This is an optimization exercise on Yosys and OpenROAD, whose aim is small area and a short achievable clock period, not a production implementation. In this exercise RTL edits were held to simulation tests only and were not proved equivalent to the original. No activity file was given, so power comes from the tool's default toggle rates.

==> flow/design.v <==
module enigma_part3(clk, srst_n, load, encrypt, crypt_mode, table_idx, code_in, code_out, code_valid);
input clk;                
input srst_n;             
input load;               
input encrypt;            
input crypt_mode;         
input [2-1:0] table_idx;  
input [6-1:0] code_in;		 
output reg [6-1:0] code_out;    
output reg code_valid;          
parameter IDLE = 2'b00, LOAD = 2'b01, READY = 2'b10;
integer i, j, k;
reg [1:0] state, n_state;
reg [6-1:0] index, n_index;
reg [6-1:0] plug_board_table[0:64-1];
reg [6-1:0] n_plug_board_table[0:64-1];
reg [6-1:0] rotorA_table[0:64-1];
reg [6-1:0] n_rotorA_table[0:64-1];
reg [6-1:0] rotorB_table[0:64-1];
reg [6-1:0] n_rotorB_table[0:64-1];
reg [6-1:0] t_rotorB_table[0:64-1];
reg [6-1:0] reflector_table[0:64-1];
reg [6-1:0] PB_o;
reg [6-1:0] rotA_o;
reg [6-1:0] rotB_o;
reg [6-1:0] ref_o;
reg [6-1:0] rotA_b;
reg [6-1:0] rotB_b;
reg swap, n_swap;
reg [6-1:0] swap_temp, n_swap_temp;
reg [2-1:0] rotA_mode;
reg [3-1:0] rotB_mode;
reg [6-1:0] n_code_out;
reg n_code_valid;
always @*  begin
	case(state)
		IDLE: n_state = LOAD;
		LOAD: begin
			if (load)  n_state = LOAD;
			else      n_state = READY;
		end
		READY: n_state = READY;
		default: n_state = LOAD;
	endcase
  for (i=0; i<64; i=i+1) reflector_table[i] = 63-i;
end
always @* begin
	for (k=63; k>=0; k=k-1) begin
    n_rotorA_table[k] = rotorA_table[k];
    n_rotorB_table[k] = rotorB_table[k];
    n_plug_board_table[k] = plug_board_table[k];
  end
  n_swap = swap; 
  n_swap_temp = swap_temp;
  n_index = index;
	n_code_out = code_out;
	n_code_valid = code_valid;
	if(state == LOAD) begin
		if(((index < 63)&(table_idx != 2'b00))|((index < 31)&(table_idx == 2'b00))) n_index = index + 1;
		else n_index = 0;
		case(table_idx)
      2'b00:begin
        if(load) begin
          if(!swap) begin
            n_swap = 1'b1;
            n_swap_temp = plug_board_table[code_in];
          end
          else begin
            n_swap = 1'b0;
            n_swap_temp = 0;
            n_plug_board_table[swap_temp] = plug_board_table[code_in];
            n_plug_board_table[code_in] = swap_temp; 
          end
        end
        n_rotorA_table[index] = rotorA_table[index];
        n_rotorB_table[index] = rotorB_table[index];
        n_code_out = 0;
        n_code_valid = 0;
      end      
			2'b01:begin
				if(load) n_rotorA_table[index] = code_in;
        n_rotorB_table[index] = rotorB_table[index];
        n_plug_board_table[index] = plug_board_table[index];
				n_code_out = 0;
				n_code_valid = 0;
			end
      2'b10:begin
				if(load) n_rotorB_table[index] = code_in;
        n_rotorA_table[index] = rotorA_table[index];
        n_plug_board_table[index] = plug_board_table[index];
				n_code_out = 0;
				n_code_valid = 0;
			end
			default:begin
				n_rotorA_table[index] = rotorA_table[index];
        n_rotorB_table[index] = rotorB_table[index];
        n_plug_board_table[index] = plug_board_table[index];
				n_code_out = 0;
				n_code_valid = 0;
			end
		endcase
	end
	else if(state == READY) begin
		n_index = 0;
		if(encrypt) begin
      PB_o = plug_board_table[code_in];
      rotA_o = rotorA_table[PB_o]; 
      rotB_o = rotorB_table[rotA_o];  
      ref_o = reflector_table[rotB_o];
      rotB_b = 0;
      rotA_b = 0;
      for (j=0; j<64; j=j+1)
        if(rotorB_table[j] == ref_o) rotB_b = j;
      for(j=0; j<64; j=j+1)
        if(rotorA_table[j] == rotB_b) rotA_b = j;
      for (j=0; j<64; j=j+1)
        if(plug_board_table[j] == rotA_b) n_code_out = j;
			n_code_valid = 1;
      if(!crypt_mode) begin
        rotA_mode = rotA_o%4;
        rotB_mode = rotB_o%8;
      end
      else begin
        rotA_mode = rotB_b%4;
        rotB_mode = ref_o%8;
      end
			case (rotA_mode)
				2'b01:begin
					n_rotorA_table[0] = rotorA_table[63];
					for (k=62; k>=0; k=k-1) n_rotorA_table[k+1] = rotorA_table[k];
				end
				2'b10:begin
					n_rotorA_table[0] = rotorA_table[62];
					n_rotorA_table[1] = rotorA_table[63];
					for (k=61; k>=0; k=k-1) n_rotorA_table[k+2] = rotorA_table[k];
				end
				2'b11:begin
					n_rotorA_table[0] = rotorA_table[61];
					n_rotorA_table[1] = rotorA_table[62];
					n_rotorA_table[2] = rotorA_table[63];
					for (k=60; k>=0; k=k-1) n_rotorA_table[k+3] = rotorA_table[k];
				end
				default:begin
					for (k=63; k>=0; k=k-1) n_rotorA_table[k] = rotorA_table[k];
				end
			endcase
      case(rotB_mode)
        3'd0 : begin
          for(j=0; j<8; j=j+1) begin
            t_rotorB_table[0+(8*j)] = rotorB_table[0+(8*j)];
            t_rotorB_table[1+(8*j)] = rotorB_table[1+(8*j)];
            t_rotorB_table[2+(8*j)] = rotorB_table[2+(8*j)];
            t_rotorB_table[3+(8*j)] = rotorB_table[3+(8*j)];
            t_rotorB_table[4+(8*j)] = rotorB_table[4+(8*j)];
            t_rotorB_table[5+(8*j)] = rotorB_table[5+(8*j)];
            t_rotorB_table[6+(8*j)] = rotorB_table[6+(8*j)];
            t_rotorB_table[7+(8*j)] = rotorB_table[7+(8*j)];
          end
        end
        3'd1 : begin
          for(j=0; j<8; j=j+1) begin
            t_rotorB_table[0+(8*j)] = rotorB_table[1+(8*j)];
            t_rotorB_table[1+(8*j)] = rotorB_table[0+(8*j)];
            t_rotorB_table[2+(8*j)] = rotorB_table[3+(8*j)];
            t_rotorB_table[3+(8*j)] = rotorB_table[2+(8*j)];
            t_rotorB_table[4+(8*j)] = rotorB_table[5+(8*j)];
            t_rotorB_table[5+(8*j)] = rotorB_table[4+(8*j)];
            t_rotorB_table[6+(8*j)] = rotorB_table[7+(8*j)];
            t_rotorB_table[7+(8*j)] = rotorB_table[6+(8*j)];
          end
        end
        3'd2 : begin
          for(j=0; j<8; j=j+1) begin
            t_rotorB_table[0+(8*j)] = rotorB_table[2+(8*j)];   
            t_rotorB_table[1+(8*j)] = rotorB_table[3+(8*j)];
            t_rotorB_table[2+(8*j)] = rotorB_table[0+(8*j)];
            t_rotorB_table[3+(8*j)] = rotorB_table[1+(8*j)];
            t_rotorB_table[4+(8*j)] = rotorB_table[6+(8*j)];
            t_rotorB_table[5+(8*j)] = rotorB_table[7+(8*j)];
            t_rotorB_table[6+(8*j)] = rotorB_table[4+(8*j)];
            t_rotorB_table[7+(8*j)] = rotorB_table[5+(8*j)];
          end
        end
        3'd3 : begin
          for(j=0; j<8; j=j+1) begin
            t_rotorB_table[0+(8*j)] = rotorB_table[0+(8*j)];    
            t_rotorB_table[1+(8*j)] = rotorB_table[4+(8*j)];
            t_rotorB_table[2+(8*j)] = rotorB_table[5+(8*j)];
            t_rotorB_table[3+(8*j)] = rotorB_table[6+(8*j)];
            t_rotorB_table[4+(8*j)] = rotorB_table[1+(8*j)];
            t_rotorB_table[5+(8*j)] = rotorB_table[2+(8*j)];
            t_rotorB_table[6+(8*j)] = rotorB_table[3+(8*j)];
            t_rotorB_table[7+(8*j)] = rotorB_table[7+(8*j)];
          end
        end
        3'd4 : begin
          for(j=0; j<8; j=j+1) begin
            t_rotorB_table[0+(8*j)] = rotorB_table[4+(8*j)];    
            t_rotorB_table[1+(8*j)] = rotorB_table[5+(8*j)];
            t_rotorB_table[2+(8*j)] = rotorB_table[6+(8*j)];
            t_rotorB_table[3+(8*j)] = rotorB_table[7+(8*j)];
            t_rotorB_table[4+(8*j)] = rotorB_table[0+(8*j)];
            t_rotorB_table[5+(8*j)] = rotorB_table[1+(8*j)];
            t_rotorB_table[6+(8*j)] = rotorB_table[2+(8*j)];
            t_rotorB_table[7+(8*j)] = rotorB_table[3+(8*j)];
          end
        end
        3'd5 : begin
          for(j=0; j<8; j=j+1) begin
            t_rotorB_table[0+(8*j)] = rotorB_table[5+(8*j)];    
            t_rotorB_table[1+(8*j)] = rotorB_table[6+(8*j)];
            t_rotorB_table[2+(8*j)] = rotorB_table[7+(8*j)];
            t_rotorB_table[3+(8*j)] = rotorB_table[3+(8*j)];
            t_rotorB_table[4+(8*j)] = rotorB_table[4+(8*j)];
            t_rotorB_table[5+(8*j)] = rotorB_table[0+(8*j)];
            t_rotorB_table[6+(8*j)] = rotorB_table[1+(8*j)];
            t_rotorB_table[7+(8*j)] = rotorB_table[2+(8*j)];
          end
        end
        3'd6 : begin
          for(j=0; j<8; j=j+1) begin
            t_rotorB_table[0+(8*j)] = rotorB_table[6+(8*j)];    
            t_rotorB_table[1+(8*j)] = rotorB_table[7+(8*j)];
            t_rotorB_table[2+(8*j)] = rotorB_table[3+(8*j)];
            t_rotorB_table[3+(8*j)] = rotorB_table[2+(8*j)];
            t_rotorB_table[4+(8*j)] = rotorB_table[5+(8*j)];
            t_rotorB_table[5+(8*j)] = rotorB_table[4+(8*j)];
            t_rotorB_table[6+(8*j)] = rotorB_table[0+(8*j)];
            t_rotorB_table[7+(8*j)] = rotorB_table[1+(8*j)];
          end
        end
        3'd7 : begin
          for(j=0; j<8; j=j+1) begin
            t_rotorB_table[0+(8*j)] = rotorB_table[7+(8*j)];    
            t_rotorB_table[1+(8*j)] = rotorB_table[6+(8*j)];
            t_rotorB_table[2+(8*j)] = rotorB_table[5+(8*j)];
            t_rotorB_table[3+(8*j)] = rotorB_table[4+(8*j)];
            t_rotorB_table[4+(8*j)] = rotorB_table[3+(8*j)];
            t_rotorB_table[5+(8*j)] = rotorB_table[2+(8*j)];
            t_rotorB_table[6+(8*j)] = rotorB_table[1+(8*j)];
            t_rotorB_table[7+(8*j)] = rotorB_table[0+(8*j)];
          end
        end
        default : begin
          for(j=0; j<8; j=j+1) begin
            t_rotorB_table[0+(8*j)] = rotorB_table[0+(8*j)];    
            t_rotorB_table[1+(8*j)] = rotorB_table[1+(8*j)];
            t_rotorB_table[2+(8*j)] = rotorB_table[2+(8*j)];
            t_rotorB_table[3+(8*j)] = rotorB_table[3+(8*j)];
            t_rotorB_table[4+(8*j)] = rotorB_table[4+(8*j)];
            t_rotorB_table[5+(8*j)] = rotorB_table[5+(8*j)];
            t_rotorB_table[6+(8*j)] = rotorB_table[6+(8*j)];
            t_rotorB_table[7+(8*j)] = rotorB_table[7+(8*j)];
          end
        end
      endcase
      n_rotorB_table[0]  = t_rotorB_table[20];
      n_rotorB_table[1]  = t_rotorB_table[50];
      n_rotorB_table[2]  = t_rotorB_table[8];
      n_rotorB_table[3]  = t_rotorB_table[36];
      n_rotorB_table[4]  = t_rotorB_table[48];
      n_rotorB_table[5]  = t_rotorB_table[26];
      n_rotorB_table[6]  = t_rotorB_table[55];
      n_rotorB_table[7]  = t_rotorB_table[13];
      n_rotorB_table[8]  = t_rotorB_table[44];
      n_rotorB_table[9]  = t_rotorB_table[43];
      n_rotorB_table[10] = t_rotorB_table[10];
      n_rotorB_table[11] = t_rotorB_table[52];
      n_rotorB_table[12] = t_rotorB_table[54];
      n_rotorB_table[13] = t_rotorB_table[25];
      n_rotorB_table[14] = t_rotorB_table[41];
      n_rotorB_table[15] = t_rotorB_table[0];
      n_rotorB_table[16] = t_rotorB_table[63];
      n_rotorB_table[17] = t_rotorB_table[16];
      n_rotorB_table[18] = t_rotorB_table[34];
      n_rotorB_table[19] = t_rotorB_table[6];
      n_rotorB_table[20] = t_rotorB_table[61];
      n_rotorB_table[21] = t_rotorB_table[30];
      n_rotorB_table[22] = t_rotorB_table[7];
      n_rotorB_table[23] = t_rotorB_table[5];
      n_rotorB_table[24] = t_rotorB_table[47];
      n_rotorB_table[25] = t_rotorB_table[17];
      n_rotorB_table[26] = t_rotorB_table[11];
      n_rotorB_table[27] = t_rotorB_table[38];
      n_rotorB_table[28] = t_rotorB_table[12];
      n_rotorB_table[29] = t_rotorB_table[27];
      n_rotorB_table[30] = t_rotorB_table[3];
      n_rotorB_table[31] = t_rotorB_table[9];
      n_rotorB_table[32] = t_rotorB_table[35];
      n_rotorB_table[33] = t_rotorB_table[14];
      n_rotorB_table[34] = t_rotorB_table[40];
      n_rotorB_table[35] = t_rotorB_table[56];
      n_rotorB_table[36] = t_rotorB_table[32];
      n_rotorB_table[37] = t_rotorB_table[57];
      n_rotorB_table[38] = t_rotorB_table[49];
      n_rotorB_table[39] = t_rotorB_table[21];
      n_rotorB_table[40] = t_rotorB_table[19];
      n_rotorB_table[41] = t_rotorB_table[45];
      n_rotorB_table[42] = t_rotorB_table[18];
      n_rotorB_table[43] = t_rotorB_table[60];
      n_rotorB_table[44] = t_rotorB_table[15];
      n_rotorB_table[45] = t_rotorB_table[22];
      n_rotorB_table[46] = t_rotorB_table[53];
      n_rotorB_table[47] = t_rotorB_table[4];
      n_rotorB_table[48] = t_rotorB_table[1];
      n_rotorB_table[49] = t_rotorB_table[46];
      n_rotorB_table[50] = t_rotorB_table[2];
      n_rotorB_table[51] = t_rotorB_table[62];
      n_rotorB_table[52] = t_rotorB_table[28];
      n_rotorB_table[53] = t_rotorB_table[31];
      n_rotorB_table[54] = t_rotorB_table[23];
      n_rotorB_table[55] = t_rotorB_table[58];
      n_rotorB_table[56] = t_rotorB_table[29];
      n_rotorB_table[57] = t_rotorB_table[33];
      n_rotorB_table[58] = t_rotorB_table[51];
      n_rotorB_table[59] = t_rotorB_table[42];
      n_rotorB_table[60] = t_rotorB_table[24];
      n_rotorB_table[61] = t_rotorB_table[39];
      n_rotorB_table[62] = t_rotorB_table[37];
      n_rotorB_table[63] = t_rotorB_table[59];
      for(j=0;j<64;j=j+1) n_plug_board_table[j] = plug_board_table[j];
		end
	end
	else begin
		for (k=63; k>=0; k=k-1) begin
      n_rotorA_table[k] = 0;
      n_rotorB_table[k] = 0;
      n_plug_board_table[k] = plug_board_table[k];
    end
    n_index = 0;
		n_code_out = 0;
		n_code_valid = 0;
	end
end
always @(posedge clk) begin
	if (~srst_n) begin
    swap <= 0;
    swap_temp <= 0;
		state <= IDLE;
		index <= 0;
		code_out <= 0;
		code_valid <= 0;
		for(i=0;i<64;i=i+1) begin
      rotorA_table[i] <= 0;
      rotorB_table[i] <= 0;
      plug_board_table[i] <= i;
    end
	end
	else begin
    swap <= n_swap;
    swap_temp <= n_swap_temp;
		state <= n_state;
		index <= n_index;
		code_out <= n_code_out;
		code_valid <= n_code_valid;
		for(i=0;i<64;i=i+1) begin
      rotorA_table[i] <= n_rotorA_table[i];
      rotorB_table[i] <= n_rotorB_table[i];
      plug_board_table[i] <= n_plug_board_table[i];
    end
  end
end
endmodule
==> flow/run.sh <==
#!/bin/bash
# synth_recipe.tcl (not shown) runs the flow's synth.tcl, then flattens the netlist and writes it again
# the make line also repeats each setting of config.mk as NAME=value (left out here)
make -C /OpenROAD-flow-scripts/flow DESIGN_CONFIG=/design/flow/config.mk WORK_HOME=/design/flow/orfs CLKGATE_MAP_FILE= SYNTH_SCRIPT=/design/flow/synth_recipe.tcl finish
==> flow/config.mk <==
export PLATFORM = sky130hd
export DESIGN_NAME = enigma_part3
export DESIGN_NICKNAME = enigma_part3
export VERILOG_FILES = /design/flow/design.v
export SDC_FILE = /design/flow/constraint.sdc
export NUM_CORES = 8
export LEC_CHECK = 0
export CAP_MARGIN = 20
export CORE_MARGIN = 2
export CORE_UTILIZATION = 20
export PLACE_DENSITY = 0.3
export SLEW_MARGIN = 20
==> flow/constraint.sdc <==
create_clock -name core_clock -period 30.0 [get_ports {clk}]
set_input_delay 6.0000 -clock core_clock [delete_from_list [all_inputs] [get_ports {clk}]]
set_output_delay 6.0000 -clock core_clock [all_outputs]
set_load 0.01 [all_outputs]
==> flow_summary.ini <==
[outcome]
outcome = timing/DRC/antenna clean

[finish]
area_growth_pct = 20.98
final_common_cell = nand2_1
multiInputGateArea_um2 = 83290
fin_nets = 16140
final_cell_mix = nand2_1, buf_4, o21ai_0
seq_area_um2 = 23560
final_area_um2 = 138700
final_layout_size_suffix_gt1_share_pct = 16.93
final_cells = 24080
nFillCells = 63760

[route]
dr.pass1.iters = 11
post_drt_wl_per_cell_um = 60.77
drt_iter0_drc = 33570
drcViolationCount = 0
vias = 169300
wirelength_um = 1463000
via_per_inst = 7.030
ant_nets = 0

[synthesis]
synth_fp_nets = 16470
synth_area_leaders = dfxtp_1, o21ai_0, clkbuf_1
yosys_warnings = 9
synth.avg_cell_area_um2 = 6.970
synth_top_area_cell = dfxtp_1
synth-edff-count = 0
synth_cell_types = 124
synth_area_um2 = 114700
synth_top_area_share_pct = 20.50
ys_ff_latch = 1174
ys_seq_area_share_pct = 20.50
ys.flop_type = dfxtp_1
syn_inst = 16450
synthArstFlopShare_pct = 0

[sta]
drv_slew = 0
maxSlewHeadroom_pct = 1.588
hold_viol_final = 0
tightest_slew_ns = 1.476
whs_ns = 0.4974
fin_crit_ns = 27.08
fmax_mhz = 36.93
fin_crit_sh_pct = 90.25
tns_ns = 0
rsz0062_at_grt = no
finClkSkew_ns = 0.09995
finalSetupViolations = 0

[cts]
cts.sinks = 1174
cts-root-buf = clkbuf_16
clkSlewWorstSetupHoldPaths_ns = 0.06
cts_buffers = 183
clk_latency_ns = 1.05
post_cts_buffers = 0
cts_hold_buf = 0
clock_path_buffers = 4
cts_tree = done
h-tree-depth = 4
cts-resized-gates = 0

[critical_path]
cp_slowest_cell = nor4_1
path_class = in2reg
crit_path_end_kind = register
arrival_ns = 27.96
slowest_delay_ns = 1.06
crit_top_cell = buf_4
rr_worst_depth = 50
cp_max_fo = 36
worstSetupStartpointType = input pin
required_ns = 30.88

[flow_run]
cap_viol_max_count = 0

[die]
die_x_um = 761.1
core_um2 = 572200
num_rows = 278
die_area_um2 = 579300
pin_count = 20
initial_core_util_pct = 20.04
die_h_um = 761.1

[worst_hold_path]
worst_hold_path_type = reg2reg
holdPathStages = 1

[placement]
place_congestion = 1.163
portBuffers = 19
dpl-instance-area_um2 = 131800
post-dp-hpwl_um = 1092000
dp.cells = 23490

[global_route]
grt_pass1_wl_um = 1804000
grt_usage_pct = 47.84
antenna_found_initial = 406
grt_max_degree = 209
grt_pass1_vias = 144100
grt_overflow = 0

[power_and_ir_drop]
ir_drop_v = 0.0003282
p_per_area_nw_per_um2 = 192.4
combPwrFrac_pct = 83.3
net-switching-power_mw = 17.42
power_switching_share_pct = 65.28
p_seq_share_pct = 7.7
p_int_mw = 9.264
clkPwrFrac_pct = 9.0
p_leak_nw = 51.07
[through the flow]
stage	total power, mW	util [%]	setup slack (ns)
after global routing	26.53	24.16	4.066
after CTS	25.30	24.11	4.650
after floorplan	12.58	-	12.37
after detailed placement	22.86	23.03	3.670
after global placement	23.00	23.00	2.321
final	26.68	24.24	2.924
[final cells by class]
cell class                 instances  share of cell area, %
tap                             7560                  6.820
multi-input combinational      12740                  60.05
timing repair buffer            1912                  10.96
clock buffer                     267                  3.883
clock inverter                    56                 0.5448
antenna                          259                 0.4673
inverter                         106                 0.2869
sequential                      1174                  16.98
[power by group through the flow]
stage | clock, mW | sequential (mW) | combinational [mW]
2_1_floorplan | 0 | 1.85 | 10.7
3_3_place_gp | 0 | 2.06 | 20.9
3_5_place_dp | 0 | 2.06 | 20.8
4_1_cts | 2.41 | 2.03 | 20.9
5_1_grt | 2.45 | 2.04 | 22.0
6_report | 2.39 | 2.07 | 22.2
[kinds of logic (layout without fill, tap and decap cells)]
family                     Yosys count  after routing  synth area share (%)
other                                0            259                     0
xor gates and xnor gates           836            836                 6.399
muxes                              565            565                 5.104
adders and majority gates            8              8               0.08512
AOI/OAI and AO/OA                 6236           6236                 37.69
and+or+nand+nor                   5099           5099                 21.32
buffers and inverters             2532           2341                 8.906
DFF                               1174           1174                 20.50
[state kept, by name (all words and copies together), names as in the netlist]
register          flops
code_out              6
index                 6
plug_board_table    384
swap_temp             6
code_valid            1
swap                  1
state                 2
rotorA_table        384
rotorB_table        384
[cells in the mapped netlist, drive strengths merged (106+ instances only)]
cell type,count
clkbuf,1889
nand2,1842
o21ai,1546
dfxtp,1174
nand3,977
o211ai,923
a31oi,844
nor2,837
a22oi,699
xnor2,655
buf,537
a21oi,522
mux2i,498
nand4,301
a222oi,278
and3,244
nor3,237
nor4,195
o211a,185
xor2,181
a22o,159
a211oi,154
a221oi,148
inv,106
[final timing paths]
| check | start | slack [ns] | endpoint |
|---|---|---|---|
| worst max-delay path | code_in[0] | 2.92 | code_out[2] |
| worst min-delay path | index[0] | 0.50 | index[0] |
| worst max register to register | plug_board_table[20][3] | 8.96 | code_out[2] |
| worst min register to register | index[0] | 0.50 | index[0] |
[worst max-delay path: cells and delay by family]
kind,cells,cell delay [ns]
AOI/OAI and AO/OA,20,8.87
xor gates and xnor gates,2,0.31
buffers and inverters,16,5.29
and+or+nand+nor,16,7.09
[per-layer routing]
metal	part of all wire [%]	vias up	track usage (%)
met5	0.34	-	5.816
met4	8.3	155	32.61
met3	14	4072	24.32
met2	37	15710	61.94
met1	40	87210	60.00
li1	-	62120	-

static timing again, ports no longer ideal:
The results above use ideal ports. As a check the final layout listed here was re-extracted and re-timed, cells and wires unchanged. Step 1, drivers: a clkbuf_16 drives clk and a buf_2 each remaining input, both assumed. Step 2 also shifts input and output timing later by t, the mid clock arrival at the registers, as if the neighbouring blocks saw the same clock. a / b / c = no drivers / after step 1 / after step 2; a / b = the first two.
t, ns: 1.135
slack for setup (ns): 2.924 / 2.730 / 1.595
latest minus earliest clock arrival (ns): 0.100 / 0.100
slew at the worst register clock pin (ns): 0.09 / 0.09
pins driven straight from the clock port: 1
After both steps setup and hold are still met in this run. For this run, drivers alone change the setup slack by -0.194 ns; drivers and shift together by -1.329 ns.
